Background: an optimization exercise with open tools, aiming at small area and a short achievable clock period. Do not read the settings as production practice. Where RTL was checked, it was by simulation tests only, not by an equivalence proof against the original. For run 2, only the layout was checked, not whether the RTL still works. No run shown here takes its clock network from TritonCTS; it comes from the design's own scripts or RTL. The flow treats the clock pin as an ideal source. Dropping or thinning the clock tree relies on that and would not hold on a real chip. Power is estimated from default activity; no workload was simulated.

## flow/design.v (module list and top-level ports; edited modules follow where they fit)
// module mul16_top: 15 lines
// module multiplier: 1549 lines
// module mul_fa: 4 lines
// module mul_a21oi: 3 lines
// module mul_inv: 3 lines
// module mul_nand2: 3 lines
// module mul_nor2: 3 lines
// module mul_o21ai: 3 lines
// module mul_xnor2: 3 lines
// module mul_xor2: 3 lines
// module mul_xnor: 3 lines
// module mul_or: 3 lines
module mul16_top(
    input clk,
    input [15:0] a,
    input [15:0] b,
    output reg [31:0] res
);
  // ...
==> flow/flow/run.sh <==
#!/bin/bash
# Own layout flow: the standard ORFS flow (standard.sh), with
#  - port buffers of a small, fast buffer cell instead of the default delay buffer;
#  - the clock tree rebuilt after CTS as one level of four buffers driven by the clock
#    port (flatten_clock_core.tcl), which shortens the clock's insertion delay for all
#    registers alike;
#  - after that, and after global routing, timing repair aiming for setup slack above a
#    margin, so that the design is sized for the period it can reach rather than left at
#    minimum size by the loose clock.
# make's output goes to standard.log here; ORFS keeps each step's log in orfs/logs.
set -euo pipefail
cd "$(dirname "$0")/.."
export FLOW_DIR_OWN="$PWD/flow"
export FLOW_SETUP_MARGIN=0
export FLOW_IN_REG_CELL=sky130_fd_sc_hd__dfxtp_4
export BUFFER_PORTS_ARGS="-buffer_cell sky130_fd_sc_hd__buf_1"
export CTS_ARGS="-sink_clustering_enable -repair_clock_nets -dont_use_dummy_load -buf_list sky130_fd_sc_hd__clkbuf_8"
export POST_CTS_TCL="$PWD/flow/flatten_clock_post.tcl"
export PRE_GLOBAL_ROUTE_TCL="$PWD/flow/grt_margin.tcl"
bash standard.sh > standard.log 2>&1
==> flow/flow/flatten_clock_core.tcl <==
# Rebuild the clock tree that CTS made as a single level: the clock port drives
# NLEAF clock buffers directly, each driving the registers of one region of the
# core. This removes the root buffer level and so the clock's insertion delay
# (it does not skew registers against each other: all go through one buffer).
set nleaf 4
set bufcell sky130_fd_sc_hd__clkbuf_16
set block [ord::get_db_block]
set clknet [$block findNet clk]
# every register clock pin (sink) of the tree, and every clock-tree buffer
set sinks {}
set bufs {}
set todo [list $clknet]
while {[llength $todo]} {
  set net [lindex $todo 0]
  set todo [lrange $todo 1 end]
  foreach it [$net getITerms] {
    if {![$it isInputSignal] && [$it getIoType] ne "INPUT"} { continue }
    set inst [$it getInst]
    set m [[$inst getMaster] getName]
    if {[string match "sky130_fd_sc_hd__clkbuf*" $m] || [string match "sky130_fd_sc_hd__clkinv*" $m] || [string match "sky130_fd_sc_hd__buf*" $m]} {
      if {[lsearch -exact $bufs $inst] < 0} {
        lappend bufs $inst
        foreach o [$inst getITerms] {
          if {[$o isOutputSignal]} { lappend todo [$o getNet] }
        }
      }
    } else {
      lappend sinks $it
    }
  }
}
puts "flatten_clock: [llength $sinks] sinks, [llength $bufs] buffers"
# split the sinks into nleaf groups: halves by x, then each half by y
proc loc {it} {
  set b [[$it getInst] getBBox]
  return [list [expr {([$b xMin] + [$b xMax]) / 2}] [expr {([$b yMin] + [$b yMax]) / 2}]]
}
proc split_by {items idx} {
  set s [lsort -real -index 1 [lmap it $items {list $it [lindex [loc $it] $idx]}]]
  set n [expr {[llength $s] / 2}]
  return [list [lmap p [lrange $s 0 [expr {$n - 1}]] {lindex $p 0}] [lmap p [lrange $s $n end] {lindex $p 0}]]
}
set groups {}
foreach half [split_by $sinks 0] {
  foreach q [split_by $half 1] { lappend groups $q }
}
# remove the old tree
foreach inst $bufs {
  foreach o [$inst getITerms] {
    if {[$o isOutputSignal]} {
      set n [$o getNet]
      foreach it [$n getITerms] { $it disconnect }
      odb::dbNet_destroy $n
    }
  }
  odb::dbInst_destroy $inst
}
# one buffer per group, at the group's centre
set master [[ord::get_db] findMaster $bufcell]
set k 0
foreach g $groups {
  set sx 0; set sy 0
  foreach it $g { lassign [loc $it] x y; incr sx $x; incr sy $y }
  set cx [expr {$sx / [llength $g]}]; set cy [expr {$sy / [llength $g]}]
  set inst [odb::dbInst_create $block $master "clkbuf_leaf_$k"]
  set net [odb::dbNet_create $block "clknet_leaf_$k"]
  $net setSigType CLOCK
  [$inst findITerm A] connect $clknet
  [$inst findITerm X] connect $net
  foreach it $g { $it connect $net }
  $inst setLocation $cx $cy
  $inst setPlacementStatus PLACED
  puts "flatten_clock: clkbuf_leaf_$k drives [llength $g] sinks"
  incr k
}
==> flow/flow/flatten_clock_post.tcl <==
source $::env(FLOW_DIR_OWN)/flatten_clock_core.tcl
if {[info exists ::env(FLOW_IN_REG_CELL)] && $::env(FLOW_IN_REG_CELL) ne ""} {
  foreach inst [get_cells {a_r* b_r*}] {
    replace_cell $inst $::env(FLOW_IN_REG_CELL)
  }
}
detailed_placement
estimate_parasitics -placement
# size the design for the period it can reach: repair setup against a margin
set ::env(SETUP_SLACK_MARGIN) $::env(FLOW_SETUP_MARGIN)
repair_timing_helper
detailed_placement
check_placement -verbose
==> flow/flow/grt_margin.tcl <==
# the global-route stage's timing repair uses the same setup margin as after CTS
set ::env(SETUP_SLACK_MARGIN) $::env(FLOW_SETUP_MARGIN)
==> flow/standard.sh <==
#!/bin/bash
# synth_recipe.tcl (not shown) runs the flow's synth.tcl, then flattens the netlist and writes it again
# the make line also repeats each setting of config.mk as NAME=value (left out here)
make -C /OpenROAD-flow-scripts/flow DESIGN_CONFIG=/design/flow/config.mk WORK_HOME=/design/flow/orfs CLKGATE_MAP_FILE= SYNTH_SCRIPT=/design/flow/synth_recipe.tcl "${@:-finish}"
==> flow/config.mk <==
export PLATFORM = sky130hd
export DESIGN_NAME = mul16_top
export DESIGN_NICKNAME = mul16_top
export VERILOG_FILES = /design/flow/design.v
export SDC_FILE = /design/flow/constraint.sdc
export NUM_CORES = 4
export LEC_CHECK = 0
export CAP_MARGIN = 20
export CORE_MARGIN = 2
export CORE_UTILIZATION = 55
export SLEW_MARGIN = 20
export SYNTH_HIERARCHICAL = 1
==> flow/constraint.sdc <==
create_clock -name core_clock -period 22.0 [get_ports {clk}]
set_input_delay 4.4000 -clock core_clock [delete_from_list [all_inputs] [get_ports {clk}]]
set_output_delay 4.4000 -clock core_clock [all_outputs]
set_load 0.01 [all_outputs]
==> results.cfg, run 1 <==
[run_status]
outcome = no timing/DRC/antenna violations

[global_route]
global_route.usage.met1_pct = 33.33
grt_pass1_wl_um = 31020
globalRouteMet3Util_pct = 4.674

[sta]
unrepaired_setup_endpoints_after_global_routing = false
maxSlewHeadroom_pct = 54.71
final.setup_skew_ns = 0.01868
setup_violations = 0

[pwr]
power.share.sequential_pct = 14.9
maxPowerGroup = combinational logic
share_clk_of_total_power_pct = 5.0
total_net_switching_power_mw = 0.6585
p_comb_share_pct = 80.1
power.total_mw = 1.305
internal-power_mw = 0.6469

[critical_path]
reg2regPathDepth = 18
timing.critical_path.to = res[27]$_DFF_P_
worst_ep_arrival_time_ns = 5.30

[finish]
stdcell_area_um2 = 8184
multi_input_area_share_pct = 75.29
seq_cell_count = 64
nFillCells = 1344
sequential_cell_area_um2 = 1401
final_layout_size_suffix_gt1_share_pct = 7.975
nNonClkInverters = 12

[synthesis]
postSynthAreaPerCell_um2 = 10.35
yosys_warnings = 7
synth_compound_area_share_pct = 3.784
post-synth-top-area-cell = sky130_fd_sc_hd__fa_1
syn-cell-area_um2 = 8466
yosysSeqAreaShare_pct = 15.13
post-synth-top-count-cell = sky130_fd_sc_hd__nand2_1

[floorplanning]
chipWidth_um = 128.1
dieHeight_um = 128.1
num_tap_cells = 188

[clocking]
clk_transition_reported_paths_ns = 0.08

[placement]
portBuffers = 64

[routing]
routed-wl-met2_um = 8934
drt_pass1_iterations = 4
final_antenna_violating_net_count = 0
==> inputs of run 2 (changes only) <==
--- a/flow/design.v
+++ b/flow/design.v
@@ -1124,45 +1124,45 @@
   assign pp250 = ~(a[9] & b[15]);
   assign pp251 = ~(a[10] & b[15]);
   assign pp252 = ~(a[11] & b[15]);
   assign pp253 = ~(a[12] & b[15]);
   assign pp254 = ~(a[13] & b[15]);
   assign pp255 = ~(a[14] & b[15]);
   assign pp256 = ~(a[15] & b[15]);
   mul_xnor u_s257 (.a(pp104), .b(pp119), .y(s257));
-  mul_or u_c258 (.a(pp104), .b(pp119), .y(c258));
+  mul_nand4 u_c258 (.a(a[7]), .b(b[6]), .c(a[6]), .d(b[7]), .y(c258));
   mul_fa u_s259 (.a(pp105), .b(pp120), .ci(pp135), .s(s259), .co(c260));
   mul_xnor u_s261 (.a(pp15), .b(pp150), .y(s261));
-  mul_or u_c262 (.a(pp15), .b(pp150), .y(c262));
+  mul_nand4 u_c262 (.a(a[14]), .b(b[0]), .c(a[5]), .d(b[9]), .y(c262));
   mul_fa u_s263 (.a(pp106), .b(pp121), .ci(pp136), .s(s263), .co(c264));
   mul_fa u_s265 (.a(pp151), .b(pp16), .ci(pp166), .s(s265), .co(c266));
   mul_xnor u_s267 (.a(pp181), .b(pp196), .y(s267));
-  mul_or u_c268 (.a(pp181), .b(pp196), .y(c268));
+  mul_nand4 u_c268 (.a(a[4]), .b(b[11]), .c(a[3]), .d(b[12]), .y(c268));
   mul_fa u_s269 (.a(pp107), .b(pp122), .ci(pp137), .s(s269), .co(c270));
   mul_fa u_s271 (.a(pp152), .b(pp167), .ci(pp182), .s(s271), .co(c272));
   mul_xnor u_s273 (.a(pp197), .b(pp212), .y(s273));
-  mul_or u_c274 (.a(pp197), .b(pp212), .y(c274));
+  mul_nand4 u_c274 (.a(a[4]), .b(b[12]), .c(a[3]), .d(b[13]), .y(c274));
   mul_fa u_s275 (.a(pp108), .b(pp123), .ci(pp138), .s(s275), .co(c276));
   mul_fa u_s277 (.a(pp153), .b(pp168), .ci(pp183), .s(s277), .co(c278));
   mul_fa u_s279 (.a(pp109), .b(pp124), .ci(pp139), .s(s279), .co(c280));
   mul_xnor u_s281 (.a(pp10), .b(pp100), .y(s281));
-  mul_or u_c282 (.a(pp10), .b(pp100), .y(c282));
+  mul_nand4 u_c282 (.a(a[9]), .b(b[0]), .c(a[3]), .d(b[6]), .y(c282));
   mul_fa u_s283 (.a(pp101), .b(pp11), .ci(pp116), .s(s283), .co(c284));
   mul_xnor u_s285 (.a(pp131), .b(pp146), .y(s285));
-  mul_or u_c286 (.a(pp131), .b(pp146), .y(c286));
+  mul_nand4 u_c286 (.a(a[2]), .b(b[8]), .c(a[1]), .d(b[9]), .y(c286));
   mul_fa u_s287 (.a(pp102), .b(pp117), .ci(pp12), .s(s287), .co(c288));
   mul_fa u_s289 (.a(pp132), .b(pp147), .ci(pp162), .s(s289), .co(c290));
   mul_xnor u_s291 (.a(pp177), .b(pp27), .y(s291));
-  mul_or u_c292 (.a(pp177), .b(pp27), .y(c292));
+  mul_nand4 u_c292 (.a(a[0]), .b(b[11]), .c(a[10]), .d(b[1]), .y(c292));
   mul_fa u_s293 (.a(pp103), .b(pp118), .ci(pp13), .s(s293), .co(c294));
   mul_fa u_s295 (.a(pp133), .b(pp148), .ci(pp163), .s(s295), .co(c296));
   mul_fa u_s297 (.a(pp178), .b(pp193), .ci(pp28), .s(s297), .co(c298));
   mul_xnor u_s299 (.a(pp43), .b(pp58), .y(s299));
-  mul_or u_c300 (.a(pp43), .b(pp58), .y(c300));
+  mul_nand4 u_c300 (.a(a[10]), .b(b[2]), .c(a[9]), .d(b[3]), .y(c300));
   mul_fa u_s301 (.a(pp134), .b(pp14), .ci(pp149), .s(s301), .co(c302));
   mul_fa u_s303 (.a(pp164), .b(pp179), .ci(pp194), .s(s303), .co(c304));
   mul_fa u_s305 (.a(pp209), .b(pp29), .ci(pp44), .s(s305), .co(c306));
   mul_fa u_s307 (.a(pp59), .b(pp74), .ci(pp89), .s(s307), .co(c308));
   mul_fa u_s309 (.a(pp165), .b(pp180), .ci(pp195), .s(s309), .co(c310));
   mul_fa u_s311 (.a(pp210), .b(pp225), .ci(pp30), .s(s311), .co(c312));
   mul_fa u_s313 (.a(pp45), .b(pp60), .ci(pp75), .s(s313), .co(c314));
   mul_fa u_s315 (.a(pp90), .b(c258), .ci(s261), .s(s315), .co(c316));
@@ -1188,24 +1188,24 @@
   mul_fa u_s355 (.a(pp245), .b(pp80), .ci(pp95), .s(s355), .co(c356));
   mul_fa u_s357 (.a(pp111), .b(pp126), .ci(pp141), .s(s357), .co(c358));
   mul_fa u_s359 (.a(pp156), .b(pp171), .ci(pp186), .s(s359), .co(c360));
   mul_fa u_s361 (.a(pp201), .b(pp216), .ci(pp231), .s(s361), .co(c362));
   mul_fa u_s363 (.a(pp112), .b(pp127), .ci(pp142), .s(s363), .co(c364));
   mul_fa u_s365 (.a(pp157), .b(pp172), .ci(pp187), .s(s365), .co(c366));
   mul_fa u_s367 (.a(pp128), .b(pp143), .ci(pp158), .s(s367), .co(c368));
   mul_xnor u_s369 (.a(pp22), .b(pp37), .y(s369));
-  mul_or u_c370 (.a(pp22), .b(pp37), .y(c370));
+  mul_nand4 u_c370 (.a(a[5]), .b(b[1]), .c(a[4]), .d(b[2]), .y(c370));
   mul_fa u_s371 (.a(pp113), .b(pp23), .ci(pp38), .s(s371), .co(c372));
   mul_xnor u_s373 (.a(pp53), .b(pp68), .y(s373));
-  mul_or u_c374 (.a(pp53), .b(pp68), .y(c374));
+  mul_nand4 u_c374 (.a(a[4]), .b(b[3]), .c(a[3]), .d(b[4]), .y(c374));
   mul_fa u_s375 (.a(pp114), .b(pp129), .ci(pp24), .s(s375), .co(c376));
   mul_fa u_s377 (.a(pp39), .b(pp54), .ci(pp69), .s(s377), .co(c378));
   mul_xnor u_s379 (.a(pp84), .b(pp9), .y(s379));
-  mul_or u_c380 (.a(pp84), .b(pp9), .y(c380));
+  mul_nand4 u_c380 (.a(a[3]), .b(b[5]), .c(a[8]), .d(b[0]), .y(c380));
   mul_fa u_s381 (.a(pp115), .b(pp130), .ci(pp145), .s(s381), .co(c382));
   mul_fa u_s383 (.a(pp25), .b(pp40), .ci(pp55), .s(s383), .co(c384));
   mul_fa u_s385 (.a(pp70), .b(pp85), .ci(s281), .s(s385), .co(c386));
   mul_fa u_s387 (.a(pp161), .b(pp26), .ci(pp41), .s(s387), .co(c388));
   mul_fa u_s389 (.a(pp56), .b(pp71), .ci(pp86), .s(s389), .co(c390));
   mul_fa u_s391 (.a(c282), .b(s285), .ci(s283), .s(s391), .co(c392));
   mul_fa u_s393 (.a(pp42), .b(pp57), .ci(pp72), .s(s393), .co(c394));
   mul_fa u_s395 (.a(pp87), .b(c286), .ci(s291), .s(s395), .co(c396));
@@ -1245,20 +1245,20 @@
   mul_fa u_s463 (.a(c364), .b(c366), .ci(s367), .s(s463), .co(c464));
   mul_fa u_s465 (.a(pp144), .b(pp159), .ci(pp174), .s(s465), .co(c466));
   mul_fa u_s467 (.a(pp189), .b(pp204), .ci(pp219), .s(s467), .co(c468));
   mul_fa u_s469 (.a(pp234), .b(pp249), .ci(c368), .s(s469), .co(c470));
   mul_fa u_s471 (.a(pp160), .b(pp175), .ci(pp190), .s(s471), .co(c472));
   mul_fa u_s473 (.a(pp205), .b(pp220), .ci(pp235), .s(s473), .co(c474));
   mul_fa u_s475 (.a(pp176), .b(pp191), .ci(pp206), .s(s475), .co(c476));
   mul_xnor u_s477 (.a(pp20), .b(pp35), .y(s477));
-  mul_or u_c478 (.a(pp20), .b(pp35), .y(c478));
+  mul_nand4 u_c478 (.a(a[3]), .b(b[1]), .c(a[2]), .d(b[2]), .y(c478));
   mul_fa u_s479 (.a(pp21), .b(pp36), .ci(pp51), .s(s479), .co(c480));
   mul_xnor u_s481 (.a(pp6), .b(pp66), .y(s481));
-  mul_or u_c482 (.a(pp6), .b(pp66), .y(c482));
+  mul_nand4 u_c482 (.a(a[5]), .b(b[0]), .c(a[1]), .d(b[4]), .y(c482));
   mul_fa u_s483 (.a(pp52), .b(pp67), .ci(pp7), .s(s483), .co(c484));
   mul_fa u_s485 (.a(pp82), .b(pp97), .ci(s369), .s(s485), .co(c486));
   mul_fa u_s487 (.a(pp8), .b(pp83), .ci(pp98), .s(s487), .co(c488));
   mul_fa u_s489 (.a(c370), .b(s373), .ci(s371), .s(s489), .co(c490));
   mul_fa u_s491 (.a(pp99), .b(c374), .ci(s379), .s(s491), .co(c492));
   mul_fa u_s493 (.a(c372), .b(s375), .ci(s377), .s(s493), .co(c494));
   mul_fa u_s495 (.a(c380), .b(c376), .ci(c378), .s(s495), .co(c496));
   mul_fa u_s497 (.a(s381), .b(s383), .ci(s385), .s(s497), .co(c498));
@@ -1293,17 +1293,17 @@
   mul_fa u_s555 (.a(pp250), .b(c466), .ci(c468), .s(s555), .co(c556));
   mul_fa u_s557 (.a(s471), .b(s473), .ci(c470), .s(s557), .co(c558));
   mul_fa u_s559 (.a(pp221), .b(pp236), .ci(pp251), .s(s559), .co(c560));
   mul_fa u_s561 (.a(c472), .b(c474), .ci(s475), .s(s561), .co(c562));
   mul_fa u_s563 (.a(pp192), .b(pp207), .ci(pp222), .s(s563), .co(c564));
   mul_fa u_s565 (.a(pp237), .b(pp252), .ci(c476), .s(s565), .co(c566));
   mul_fa u_s567 (.a(pp208), .b(pp223), .ci(pp238), .s(s567), .co(c568));
   mul_xnor u_s569 (.a(pp19), .b(pp34), .y(s569));
-  mul_or u_c570 (.a(pp19), .b(pp34), .y(c570));
+  mul_nand4 u_c570 (.a(a[2]), .b(b[1]), .c(a[1]), .d(b[2]), .y(c570));
   mul_fa u_s571 (.a(pp5), .b(pp50), .ci(pp65), .s(s571), .co(c572));
   mul_fa u_s573 (.a(pp81), .b(c478), .ci(s481), .s(s573), .co(c574));
   mul_fa u_s575 (.a(c482), .b(c480), .ci(s483), .s(s575), .co(c576));
   mul_fa u_s577 (.a(c484), .b(s487), .ci(c486), .s(s577), .co(c578));
   mul_fa u_s579 (.a(c488), .b(s491), .ci(c490), .s(s579), .co(c580));
   mul_fa u_s581 (.a(c492), .b(c494), .ci(s495), .s(s581), .co(c582));
   mul_fa u_s583 (.a(c496), .b(s499), .ci(c498), .s(s583), .co(c584));
   mul_fa u_s585 (.a(c500), .b(s503), .ci(c502), .s(s585), .co(c586));
@@ -1320,17 +1320,17 @@
   mul_fa u_s607 (.a(s547), .b(c544), .ci(c546), .s(s607), .co(c608));
   mul_fa u_s609 (.a(c548), .b(s551), .ci(c550), .s(s609), .co(c610));
   mul_fa u_s611 (.a(c552), .b(s555), .ci(s557), .s(s611), .co(c612));
   mul_fa u_s613 (.a(s559), .b(c556), .ci(s561), .s(s613), .co(c614));
   mul_fa u_s615 (.a(c560), .b(s563), .ci(c562), .s(s615), .co(c616));
   mul_fa u_s617 (.a(pp253), .b(c564), .ci(s567), .s(s617), .co(c618));
   mul_fa u_s619 (.a(pp224), .b(pp239), .ci(pp254), .s(s619), .co(c620));
   mul_xnor u_s621 (.a(pp18), .b(pp3), .y(s621));
-  mul_or u_c622 (.a(pp18), .b(pp3), .y(c622));
+  mul_nand4 u_c622 (.a(a[1]), .b(b[1]), .c(a[2]), .d(b[0]), .y(c622));
   mul_fa u_s623 (.a(pp4), .b(pp49), .ci(s569), .s(s623), .co(c624));
   mul_fa u_s625 (.a(c570), .b(s477), .ci(s571), .s(s625), .co(c626));
   mul_fa u_s627 (.a(c572), .b(s479), .ci(s573), .s(s627), .co(c628));
   mul_fa u_s629 (.a(c574), .b(s485), .ci(s575), .s(s629), .co(c630));
   mul_fa u_s631 (.a(c576), .b(s489), .ci(s577), .s(s631), .co(c632));
   mul_fa u_s633 (.a(s493), .b(c578), .ci(s579), .s(s633), .co(c634));
   mul_fa u_s635 (.a(s497), .b(c580), .ci(s581), .s(s635), .co(c636));
   mul_fa u_s637 (.a(c582), .b(s501), .ci(s583), .s(s637), .co(c638));
@@ -1589,8 +1589,11 @@
   assign y = a ^ b;
 endmodule
 module mul_xnor(input a, input b, output y);
   assign y = ~(a ^ b);
 endmodule
 module mul_or(input a, input b, output y);
   assign y = a | b;
 endmodule
+module mul_nand4(input a, input b, input c, input d, output y);
+  assign y = ~(a & b & c & d);
+endmodule
==> run 2 against run 1 <==
Core utilization grew 0.20 points. First-iteration DRC count grew 25%. Maximum frequency rose by 1.1%. Register-to-register slack gained 0.06 ns. Sequential share of layout area is 0.063 points lower. Largest power group unchanged.
==> results.cfg, run 2 <==
[finish]
mostFrequentLayoutCells = sky130_fd_sc_hd__nand2_1 (282), sky130_fd_sc_hd__fa_1 (195), sky130_fd_sc_hd__buf_1 (64)
nets = 1024
largest_register_ff_count = 32
nFillCells = 1344
antenna_cells_inserted = 0
most_frequent_standard_cell_in_the_layout_excluding_fill_and_tap_cells = sky130_fd_sc_hd__nand2_1
final_layout_size_suffix_gt1_share_pct = 8.438
max_flop_register = res
syn_to_final_growth_pct = -2.971
layout_top_registers = res x32, a_r x16, b_r x16

[sta]
setup_tns_ns = 0
hold_viol_final = 0
timing.final.crit_share_pct = 23.68
worst_pin_slew_ns = 0.7349
final.setup_skew_ns = 0.01529
maxSlewHeadroom_pct = 50.68
fin_worst_hold_slack_ns = 0.6644
setup_violations = 0
slew_violations = 0
unrepaired_setup_endpoints_after_global_routing = false
max_freq_mhz = 192.0
final_period_minus_worst_setup_slack_ns = 5.209

[synthesis]
yosys_warnings = 7
post-synth-top-count-cell = sky130_fd_sc_hd__nand2_1
synth_flop_cell = sky130_fd_sc_hd__dfxtp_1
synth_seq_cells = 64
syn-cell-area_um2 = 8466
netlist_instances = 818
cell_types_occupying_the_most_area_after_synthesis = sky130_fd_sc_hd__fa_1 (46%), sky130_fd_sc_hd__dfxtp_1 (15%), sky130_fd_sc_hd__nand2_1 (13%), sky130_fd_sc_hd__buf_6 (8.1%), sky130_fd_sc_hd__xnor2_1 (5.4%)
synth.top_cell.area_share_pct = 46.11
postSynth.asyncResetShare_pct = 0
yosysSeqAreaShare_pct = 15.13
synth.distinct_cells = 15
synth_edf_count = 0
postSynthAreaPerCell_um2 = 10.35
synth_nets = 1046
post_synth_most_frequent_cells = sky130_fd_sc_hd__nand2_1 (282), sky130_fd_sc_hd__fa_1 (195), sky130_fd_sc_hd__dfxtp_1 (64), sky130_fd_sc_hd__buf_6 (61), sky130_fd_sc_hd__xnor2_1 (52)
post-synth-top-area-cell = sky130_fd_sc_hd__fa_1

[critical_path]
cp-end-kind = register
cpLargestDelayFamily = adder cells
timing.reg2reg.setup_slack_ns = 16.79
worst_path_cell_chain = nand2_1 > fa_1 > fa_1 > fa_1 > fa_1 > fa_1 > fa_1 > xnor2_1 > nor2_1 > a21oi_2 > o21ai_1 > a21oi_2 > inv_1 > a21oi_2 > o21ai_1 > xor2_1
timing.critical_path.to = res[27]$_DFF_P_
cp_num_buf_inv = 1
critPathLaunch = b_r[9]$_DFF_P_
rr_endpoint = res[27]$_DFF_P_
cp.required_ns = 22.01
cp-start-kind = register
timing.critical_path.slowest_stage_cell = sky130_fd_sc_hd__fa_1
critical_path_depth = 16
setup.worst_path.class = register to register
timing.critical_path.mode_cell = sky130_fd_sc_hd__fa_1
reg2regPathDepth = 16
critical_path.max_fanout = 18
worst_ep_arrival_time_ns = 5.22
max_stage_delay_ns = 0.58
reg2reg_from = b_r[9]$_DFF_P_

[worst_hold_path]
worstHoldPathType = register to register

[routing]
detailroute.via_count = 5526
final_antenna_violating_net_count = 0
vias_per_inst = 5.627
drt-wirelength-per-cell_um = 19.85
postRouteWirelength_um = 19490
drt-initial-drc-count = 393
remaining_drc_errors = 0
drt_pass1_iterations = 7

[placement]
gp_routability_congestion = 0.8785
dpl.hpwl_um = 14300
portBuffers = 64

[global_route]
overflow = 0
grt_pass1_wl_um = 31610
grt_antenna_before_repair = 0
grt_pass1_vias = 6040
grtUsageTotal_pct = 25.39
maximum_number_of_pins_on_one_net_before_global_route_repair = 23

[pwr]
p_comb_share_pct = 79.9
peak_vdd_ir_uv = 131.9
power_density_nw_per_um2 = 159.2
power.share.switching_pct = 50.39
internal-power_mw = 0.6486
cellLeakagePower_nw = 2.815
total_net_switching_power_mw = 0.6588
share_clk_of_total_power_pct = 5.1
power.share.sequential_pct = 15.0

[floorplanning]
floorplan.die_area_um2 = 16400
ioPinCount = 65
fp-row-count = 45
chipWidth_um = 128.1
start_util_pct = 55.89
dieHeight_um = 128.1
fp.coreArea_um2 = 15150

[clocking]
clk_transition_reported_paths_ns = 0.08
clock_latency_ns = 0.15
clock_sinks = 64

[run_status]
outcome = no timing/DRC/antenna violations

[job]
max-cap-violations = 0
==> run 2: cell type report <==
class                      instances  area, um2  area share, %
inverter                          12      45.04         0.5484
buffer                             4      100.1          1.219
sequential                        64       1401          17.06
tap                              188      235.2          2.864
multi-input combinational        646       6162          75.02
timing repair buffer              68      270.3          3.290
==> run 2: how the worst min path moves through the flow <==
stage | cells after the start | startpoint | end | slack [ns]
final | 2 | b_r[0]$_DFF_P_ | res[0]$_DFF_P_ | 0.66
after detailed placement | 2 | a_r[0]$_DFF_P_ | res[0]$_DFF_P_ | 0.90
after floorplan | 6 | b_r[15]$_DFF_P_ | res[31]$_DFF_P_ | 0.75
after global routing | 2 | b_r[0]$_DFF_P_ | res[0]$_DFF_P_ | 0.72
after global placement | 2 | a_r[0]$_DFF_P_ | res[0]$_DFF_P_ | 0.86
==> run 2: power groups by stage <==
stage	Sequential, mW	Clock (mW)	Combinational, mW
global route	0.199	0.0722	1.18
floorplan	0.200	0	1.17
detailed placement	0.200	0	1.05
finish	0.196	0.0666	1.05
global placement	0.199	0	1.03
==> run 2: through the flow <==
step	power (mW)	setup slack [ns]	instance area (um2)	utilization, %	std cells
final	1.307	16.79	8214	54.23	982
after global placement	1.232	16.48	7994	52.78	978
after detailed placement	1.248	16.42	7994	52.78	978
after floorplan	1.373	17.15	8466	-	818
after global routing	1.448	16.62	8214	54.23	982
==> run 2: cells by family (layout without fill, tap and decap cells) <==
group,after synthesis,count (layout),synth area share (%)
AO/OA/AOI/OAI,52,52,3.784
XOR/XNOR,75,75,7.759
adder cells (fa/ha/maj),195,195,46.11
buffers and inverters,108,84,12.08
flip-flops,64,64,15.13
AND/OR/NAND/NOR,324,324,15.13
==> run 2: metal layers <==
layer / share of wire (%) / wire length [um] / GRT usage, % / up-vias
li1: - / - / - / 2393
met1: 43 / 8313 / 36.26 / 2847
met2: 48 / 9316 / 41.18 / 261
met3: 8.0 / 1563 / 4.758 / 25
met4: 1.5 / 300 / 5.365 / 0
met5: 0 / 0 / 0 / -
==> run 2: modules after synthesis (local to each module, per instance), a selection <==
| module | cells inside | flip-flops and latches | cell area, um2 | copies in the design |
|---|---|---|---|---|
| mul_a21oi | 1 | 0 | 8.758 | 16 |
| mul_inv | 1 | 0 | 3.754 | 12 |
| mul_nand2 | 1 | 0 | 3.754 | 37 |
| mul_nor2 | 1 | 0 | 3.754 | 16 |
| mul_o21ai | 1 | 0 | 5.005 | 36 |
| mul_xnor | 1 | 0 | 8.758 | 15 |
==> run 2: tightest hold or removal path, stage by stage (launching register included) <==
cell	delay (ns)
sky130_fd_sc_hd__dfxtp_4	0.43
sky130_fd_sc_hd__nand2_1	0.13
sky130_fd_sc_hd__inv_1	0.05

-- what the ideal ports hide --
In the flow no input, the clock included, has a driving cell. The finished layouts below were timed again as built, in two steps.
Step 1, drivers: a clkbuf_16 drives clk and a buf_2 each remaining input, both assumed.
Step 2 adds t to the input delays and takes it off the output delays; t is the mean of the earliest and latest rising clock arrival at the registers after step 1. Input paths then give back, and output paths get back, about the clock's delay inside the block.
a / b / c = no drivers / after step 1 / after step 2; a / b = the first two.
| run | t, ns | slack for setup (ns) | worst data-port slew with drivers (ns) |
|---|---|---|---|
| run 1 | 0.229 | 16.732 / 16.732 / 16.732 | 0.05 |
| run 2 | 0.231 | 16.790 / 16.790 / 16.790 | 0.04 |
After both steps setup and hold are still met in every run listed.
